Context: an optimization exercise on an open-source flow, tuned for small area. The choices shown serve that exercise and are no tape-out recipe.
In this exercise RTL edits were held to simulation tests only and were not proved equivalent to the original.

== before ==
Design DSP_DATA_SWITCH_v1_0, start of the top module:
	module DSP_DATA_SWITCH_v1_0 #
	(
    parameter integer DATA_WIDTH_IN_BYTES	= 4
	)
	(
        output wire  RDY,
        input  wire  ACLK,
        input  wire  ARESETn,
		output wire  s00_axis_tready,
		input wire [8*DATA_WIDTH_IN_BYTES-1 : 0] s00_axis_tdata,
		input wire  s00_axis_tlast,
		input wire  s00_axis_tvalid,
		output wire  s01_axis_tready,
		input wire [8*DATA_WIDTH_IN_BYTES-1 : 0] s01_axis_tdata,
		input wire  s01_axis_tlast,
		input wire  s01_axis_tvalid,
		output wire  s02_axis_tready,
		input wire [8*DATA_WIDTH_IN_BYTES-1 : 0] s02_axis_tdata,
		input wire  s02_axis_tlast,
		input wire  s02_axis_tvalid,
		output wire  s03_sel_axis_tready,
		input wire [7:0] s03_sel_axis_tdata,
		input wire  s03_sel_axis_tvalid,
		output wire  m00_axis_tvalid,
		output wire [8*DATA_WIDTH_IN_BYTES-1 : 0] m00_axis_tdata,
		output wire  m00_axis_tlast,
		input wire  m00_axis_tready
	);
Size: about 3900 um^2 of cells after synthesis.
==> flow/config.mk <==
export PLATFORM = sky130hd
export DESIGN_NAME = DSP_DATA_SWITCH_v1_0
export DESIGN_NICKNAME = DSP_DATA_SWITCH_v1_0
export VERILOG_FILES = /design/flow/design.v
export SDC_FILE = /design/flow/constraint.sdc
export NUM_CORES = 4
export LEC_CHECK = 0
export CAP_MARGIN = 0
export CORE_MARGIN = 2
export CORE_UTILIZATION = 60
export PLACE_DENSITY = 0.75
export SLEW_MARGIN = 0
==> flow/constraint.sdc <==
create_clock -name core_clock -period 5.0 [get_ports {ACLK}]
set_input_delay 1.0000 -clock core_clock [delete_from_list [all_inputs] [get_ports {ACLK}]]
set_output_delay 1.0000 -clock core_clock [all_outputs]
set_load 0.01 [all_outputs]
standard.sh (not shown) runs the stock make flow with config.mk's settings and CLKGATE_MAP_FILE= SYNTH_SCRIPT=/design/flow/synth_recipe.tcl, a recipe that flattens the netlist after the stock synthesis.
==> flow/flow/run.sh <==
#!/bin/bash
# Standard ORFS layout with three changes:
#  - synthesis maps the combinational logic with an area-oriented ABC script (flow/synth.tcl);
#  - port buffers are made as sky130_fd_sc_hd__buf_1;
#  - the clock tree uses small clock buffers and no dummy loads.
set -euo pipefail
HERE=$(pwd)
export FLOW_FLOW_ABC="$HERE/flow/area.abc"
BP="-buffer_cell sky130_fd_sc_hd__buf_1"
CA="-sink_clustering_enable -repair_clock_nets -dont_use_dummy_load -buf_list sky130_fd_sc_hd__clkbuf_4 -root_buf sky130_fd_sc_hd__clkbuf_4"
export BUFFER_PORTS_ARGS="$BP" CTS_ARGS="$CA"
bash standard.sh finish "SYNTH_SCRIPT=$HERE/flow/synth.tcl" "BUFFER_PORTS_ARGS=$BP" "CTS_ARGS=$CA" > orfs_make.log 2>&1
==> flow/flow/area.abc <==
strash
ifraig
scorr
dc2
strash
dch -f
&get -n
&nf -p -R 1000 -F 8 -A 4 -a
&put
topo
==> flow/flow/synth.tcl <==
# Standard ORFS synthesis (as synth_recipe.tcl runs it), except that the combinational logic is
# mapped with an area-oriented ABC script (flow/area.abc, path in FLOW_FLOW_ABC). Flip-flops are
# mapped before ABC runs, so the registers, their names and cell types are the standard ones.
proc synth {args} { yosys synth -nofsm -noshare {*}$args }
set f [open $::env(SCRIPTS_DIR)/synth.tcl]; set txt [read $f]; close $f
set pre {source $::env(SCRIPTS_DIR)/synth_preamble.tcl}
set idx [string first $pre $txt]
if {$idx < 0} { error "preamble line not found" }
set txt [string replace $txt $idx [expr {$idx + [string length $pre] - 1}] \
  "$pre\nset abc_args \[list -script $::env(FLOW_FLOW_ABC) {*}\[lrange \$abc_args 2 end\]\]\nputs \"custom abc args: \$abc_args\""]
eval $txt
# left out here: clear keep_hierarchy, flatten, clean up, hide names made inside functions, write 1_2_yosys.v
Here is what was changed in the inputs of after compared with before.
Settings: GPL_TIMING_DRIVEN newly set to 0.
### Flow results
- On proportion of cell area occupied by multi-input gates, after and before are basically level.
- Comparing after against before, there is no change at all in synthesized cell count.
- after ends up with a normalized max-slew margin that is 30 points lower than in before.
- Of after and before, the run reporting the lower sequential share of layout area was after.
- Per the comparison of after with before, data required time at the worst endpoint essentially unchanged; average via count per standard cell decreased about 1.1%; half-perimeter wire length after placement decreased 1.2%.
- Compared after vs before, and design area is up in after.
- after — hold slack 0.033 ns lower, before as reference
- On share of final layout cell area taken by clock buffers and inverters, after and before are neck and neck.

The RTL this note starts from:
==> flow/design.v <==
`timescale 1ns / 1ps
module DSP_DATA_SWITCH
#(parameter DATA_WIDTH_IN_BYTES = 4)
(
input   wire ACLK,
input   wire ARESETn,
input   wire   [7:0]                    s_axis_tdata_sel,
input   wire                            s_axis_tvalid_sel,
output  wire                            s_axis_tready_sel,
input  wire [8*DATA_WIDTH_IN_BYTES-1:0] s_axis_tdata_0,
input  wire                             s_axis_tvalid_0,
input  wire                             s_axis_tlast_0,
output wire                             s_axis_tready_0,
input  wire [8*DATA_WIDTH_IN_BYTES-1:0] s_axis_tdata_1,
input  wire                             s_axis_tlast_1,
input  wire                             s_axis_tvalid_1,
output wire                             s_axis_tready_1,
input  wire [8*DATA_WIDTH_IN_BYTES-1:0] s_axis_tdata_2,
input  wire                             s_axis_tvalid_2,
input  wire                             s_axis_tlast_2,
output wire                             s_axis_tready_2 ,
output wire [8*DATA_WIDTH_IN_BYTES-1:0] m_axis_tdata ,
output wire                             m_axis_tvalid,
output wire                             m_axis_tlast,
input  wire                             m_axis_tready,
output reg RDY
    );
localparam W = 8*DATA_WIDTH_IN_BYTES;
wire [1:0] sel_code = (|s_axis_tdata_sel[7:2]) ? 2'd3 : s_axis_tdata_sel[1:0];
reg  [1:0] select;
reg  [1:0] select_reg;
reg        state_sel;
reg        s_axis_tvalid_sel_int;
reg        s_axis_tready_sel_int;
reg        allow_state_selection;
reg  [1:0] state_f;           
reg        m_axis_tready_reg;
reg        s_axis_tvalid_0_reg, s_axis_tvalid_1_reg, s_axis_tvalid_2_reg;
reg        m_axis_tready_0_int, m_axis_tready_1_int, m_axis_tready_2_int;
reg        m_axis_tvalid_int;
reg        m_axis_tlast_int;
reg  [W-1:0] m_axis_tdata_int;
reg  [W-1:0] m_axis_tdata_reg;
reg          m_axis_tlast_reg;
reg  [W-1:0] temp_m_axis_tdata_reg;
reg          temp_m_axis_tlast_reg;
reg          temp_loaded;     
assign m_axis_tvalid     = m_axis_tvalid_int;
assign s_axis_tready_0   = m_axis_tready_0_int;
assign s_axis_tready_1   = m_axis_tready_1_int;
assign s_axis_tready_2   = m_axis_tready_2_int;
assign m_axis_tdata      = m_axis_tdata_reg;
assign m_axis_tlast      = m_axis_tlast_reg;
assign s_axis_tready_sel = s_axis_tready_sel_int;
wire sel_ok  = (select != 2'd3);
wire sel0    = (select == 2'd0);
wire sel1    = (select == 2'd1);
wire sel2    = (select == 2'd2);
wire any_last = s_axis_tlast_0 | s_axis_tlast_1 | s_axis_tlast_2;
always @(posedge ACLK) begin
    if (!ARESETn) begin
        RDY                   <= 1'b1;
        state_sel             <= 1'b0;
        s_axis_tvalid_sel_int <= 1'b0;
        s_axis_tready_sel_int <= 1'b0;
        allow_state_selection <= 1'b0;
        select_reg            <= 2'd0;
        select                <= 2'd0;
    end else begin
        RDY                   <= sel_ok;
        state_sel             <= sel_ok & (state_sel ? !m_axis_tlast_int : s_axis_tvalid_sel_int);
        s_axis_tvalid_sel_int <= s_axis_tvalid_sel;
        s_axis_tready_sel_int <= !state_sel;
        allow_state_selection <= state_sel;
        if (state_sel) begin
            select_reg <= sel_code;
            if (any_last) select <= select_reg;
        end else if (!sel_ok) begin
            select <= sel_code;
        end
    end
end
wire       st_w  = (state_f == 2'd0);
wire       st_0  = (state_f == 2'd1);
wire       st_1  = (state_f == 2'd2);
wire       st_2  = (state_f == 2'd3);
wire       x_rdy   = st_0 & m_axis_tready_0_int | st_1 & m_axis_tready_1_int | st_2 & m_axis_tready_2_int;
wire       x_vreg  = st_0 & s_axis_tvalid_0_reg | st_1 & s_axis_tvalid_1_reg | st_2 & s_axis_tvalid_2_reg;
wire       x_valid = st_0 & s_axis_tvalid_0     | st_1 & s_axis_tvalid_1     | st_2 & s_axis_tvalid_2;
wire       x_last  = st_0 & s_axis_tlast_0      | st_1 & s_axis_tlast_1      | st_2 & s_axis_tlast_2;
wire       s_valid = sel0 & s_axis_tvalid_0 | sel1 & s_axis_tvalid_1 | sel2 & s_axis_tvalid_2;
wire       s_vreg  = sel0 & s_axis_tvalid_0_reg | sel1 & s_axis_tvalid_1_reg | sel2 & s_axis_tvalid_2_reg;
wire       s_rdy   = sel0 & m_axis_tready_0_int | sel1 & m_axis_tready_1_int | sel2 & m_axis_tready_2_int;
wire       s_last  = sel0 & s_axis_tlast_0 | sel1 & s_axis_tlast_1 | sel2 & s_axis_tlast_2;
wire       rdy_next = !(m_axis_tlast_int | (s_rdy & !m_axis_tready & s_vreg)) & m_axis_tready_reg;
wire       start = m_axis_tready & allow_state_selection &
                   (sel0 & s_axis_tvalid_0 | sel1 & s_axis_tvalid_1_reg | sel2 & s_axis_tvalid_2_reg);
wire       load_out  = !st_w & x_rdy & (m_axis_tready | !x_vreg);
wire       load_temp = !st_w & x_rdy & !(m_axis_tready | !x_vreg);
wire       load_skid = !st_w & !x_rdy & m_axis_tready;
always @(posedge ACLK) begin
    if (!ARESETn) begin
        state_f             <= 2'd0;
        m_axis_tready_reg   <= 1'b0;
        s_axis_tvalid_0_reg <= 1'b0;
        s_axis_tvalid_1_reg <= 1'b0;
        s_axis_tvalid_2_reg <= 1'b0;
        m_axis_tready_0_int <= 1'b0;
        m_axis_tready_1_int <= 1'b0;
        m_axis_tready_2_int <= 1'b0;
        m_axis_tvalid_int   <= 1'b0;
        m_axis_tlast_int    <= 1'b0;
        m_axis_tdata_reg    <= {W{1'b0}};
        m_axis_tlast_reg    <= 1'b0;
        temp_loaded         <= 1'b0;
    end else begin
        if (st_w) begin
            if (start) state_f <= select + 2'd1;
        end else if (m_axis_tlast_int) begin
            state_f <= 2'd0;
        end
        m_axis_tready_reg   <= m_axis_tready;
        s_axis_tvalid_0_reg <= s_axis_tvalid_0;
        s_axis_tvalid_1_reg <= s_axis_tvalid_1;
        s_axis_tvalid_2_reg <= s_axis_tvalid_2;
        m_axis_tready_0_int <= sel0 & rdy_next;
        m_axis_tready_1_int <= sel1 & rdy_next;
        m_axis_tready_2_int <= sel2 & rdy_next;
        if (st_w)        m_axis_tlast_int <= 1'b0;
        else if (sel_ok) m_axis_tlast_int <= s_last;
        if (st_w)
            m_axis_tvalid_int <= s_valid;
        else if (x_rdy)
            m_axis_tvalid_int <= RDY & (m_axis_tready | !x_vreg ? x_valid : x_vreg);
        else if (m_axis_tready)
            m_axis_tvalid_int <= x_last ? x_valid : RDY & x_vreg;
        if (load_out) begin
            m_axis_tdata_reg <= m_axis_tdata_int;
            m_axis_tlast_reg <= m_axis_tlast_int;
        end else if (load_skid) begin
            m_axis_tdata_reg <= temp_loaded ? temp_m_axis_tdata_reg : {W{1'b0}};
            m_axis_tlast_reg <= temp_loaded & temp_m_axis_tlast_reg;
        end
        if (load_temp) temp_loaded <= 1'b1;
    end
end
always @(posedge ACLK) begin
    m_axis_tdata_int <= sel1 ? s_axis_tdata_1 : sel2 ? s_axis_tdata_2 : s_axis_tdata_0;
    if (load_temp) begin
        temp_m_axis_tdata_reg <= m_axis_tdata_int;
        temp_m_axis_tlast_reg <= m_axis_tlast_int;
    end
end
endmodule
`timescale 1 ns / 1 ps
	module DSP_DATA_SWITCH_v1_0 #
	(
    parameter integer DATA_WIDTH_IN_BYTES	= 4
	)
	(
        output wire  RDY,
        input  wire  ACLK,
        input  wire  ARESETn,
		output wire  s00_axis_tready,
		input wire [8*DATA_WIDTH_IN_BYTES-1 : 0] s00_axis_tdata,
		input wire  s00_axis_tlast,
		input wire  s00_axis_tvalid,
		output wire  s01_axis_tready,
		input wire [8*DATA_WIDTH_IN_BYTES-1 : 0] s01_axis_tdata,
		input wire  s01_axis_tlast,
		input wire  s01_axis_tvalid,
		output wire  s02_axis_tready,
		input wire [8*DATA_WIDTH_IN_BYTES-1 : 0] s02_axis_tdata,
		input wire  s02_axis_tlast,
		input wire  s02_axis_tvalid,
		output wire  s03_sel_axis_tready,
		input wire [7:0] s03_sel_axis_tdata,
		input wire  s03_sel_axis_tvalid,
		output wire  m00_axis_tvalid,
		output wire [8*DATA_WIDTH_IN_BYTES-1 : 0] m00_axis_tdata,
		output wire  m00_axis_tlast,
		input wire  m00_axis_tready
	);
	DSP_DATA_SWITCH 
	#(
	.DATA_WIDTH_IN_BYTES(DATA_WIDTH_IN_BYTES)
	)
	DSP_DATA_SWITCH
	(	
	.s_axis_tdata_sel (s03_sel_axis_tdata ), 
	.s_axis_tvalid_sel(s03_sel_axis_tvalid),
	.s_axis_tready_sel(s03_sel_axis_tready),
	.s_axis_tdata_0 (s00_axis_tdata),
	.s_axis_tvalid_0(s00_axis_tvalid),
	.s_axis_tready_0(s00_axis_tready),
	.s_axis_tlast_0 (s00_axis_tlast),
	.s_axis_tdata_1 (s01_axis_tdata ),
	.s_axis_tvalid_1(s01_axis_tvalid),
	.s_axis_tready_1(s01_axis_tready),
	.s_axis_tlast_1 (s01_axis_tlast ),
	.s_axis_tdata_2 (s02_axis_tdata ),
	.s_axis_tvalid_2(s02_axis_tvalid),
	.s_axis_tready_2(s02_axis_tready),
	.s_axis_tlast_2 (s02_axis_tlast ),
	.m_axis_tdata  (m00_axis_tdata ),
	.m_axis_tvalid (m00_axis_tvalid),
	.m_axis_tready (m00_axis_tready),
    .m_axis_tlast  (m00_axis_tlast ),
    .RDY(RDY),
    .ACLK(ACLK),
    .ARESETn(ARESETn)
	);
	endmodule
Settings: LEC_CHECK=0, CAP_MARGIN=20, CORE_MARGIN=2, CORE_UTILIZATION=40, SLEW_MARGIN=20; clock period 5.0 ns.
run.sh (not shown) runs the stock make flow with config.mk's settings and CLKGATE_MAP_FILE= SYNTH_SCRIPT=/design/flow/synth_recipe.tcl, a recipe that flattens the netlist after the stock synthesis.
Stock flow here: none of the scripts above is used.
The starting point completed with no timing, DRC or antenna violations.
Edit:
==> flow/flow/run.sh (new file) <==
#!/bin/bash
# Standard ORFS layout, with the port buffers made as sky130_fd_sc_hd__buf_1.
set -euo pipefail
export BUFFER_PORTS_ARGS="-buffer_cell sky130_fd_sc_hd__buf_1"
bash standard.sh finish "BUFFER_PORTS_ARGS=$BUFFER_PORTS_ARGS" > orfs_make.log 2>&1
==> flow/standard.sh (new file) <==
#!/bin/bash
# synth_recipe.tcl (not shown) runs the flow's synth.tcl, then flattens the netlist and writes it again
# the make line also repeats each setting of config.mk as NAME=value (left out here)
make -C /OpenROAD-flow-scripts/flow DESIGN_CONFIG=/design/flow/config.mk WORK_HOME=/design/flow/orfs CLKGATE_MAP_FILE= SYNTH_SCRIPT=/design/flow/synth_recipe.tcl "${@:-finish}"
removed: flow/run.sh
Outcome: The changed run produced a clean layout. Area after synthesis is unchanged. Routed wire length is lower by 5.6%. Worst setup slack gains 0.049 ns.

## afterwards: timing with drivers on the ports
In the flow no input, the clock included, has a driving cell. The finished layouts below were timed again as built, in two steps. Step 1 (the two cells are an assumption about what drives the block):
set clk [get_ports {ACLK}]
set_driving_cell -lib_cell sky130_fd_sc_hd__clkbuf_16 $clk
set_driving_cell -lib_cell sky130_fd_sc_hd__buf_2 [delete_from_list [all_inputs] $clk]
Step 2 also shifts input and output timing later by t, the mid clock arrival at the registers, as if the neighbouring blocks saw the same clock. Slacks: ideal ports / drivers / drivers and shift; pairs: ideal ports / drivers.
run | t (ns) | setup slack, ns | clock arrival spread, ns | worst slew at a driven data input, ns | pins driven straight from the clock port
before | 0.492 | 2.685 / 2.685 / 2.491 | 0.025 / 0.025 | 0.05 | 1
after | 0.496 | 2.036 / 2.036 / 1.862 | 0.041 / 0.041 | 0.06 | 1
the first run of note 2 | 0.437 | 1.862 / 1.874 / 1.437 | 0.008 / 0.008 | 0.05 | 1
the second run of note 2 | 0.445 | 1.912 / 1.916 / 1.471 | 0.006 / 0.006 | 0.04 | 1
After both steps setup and hold are still met in every run listed. For the second run of note 2, which loses most, drivers alone change the setup slack by +0.004 ns; drivers and shift together by -0.441 ns.
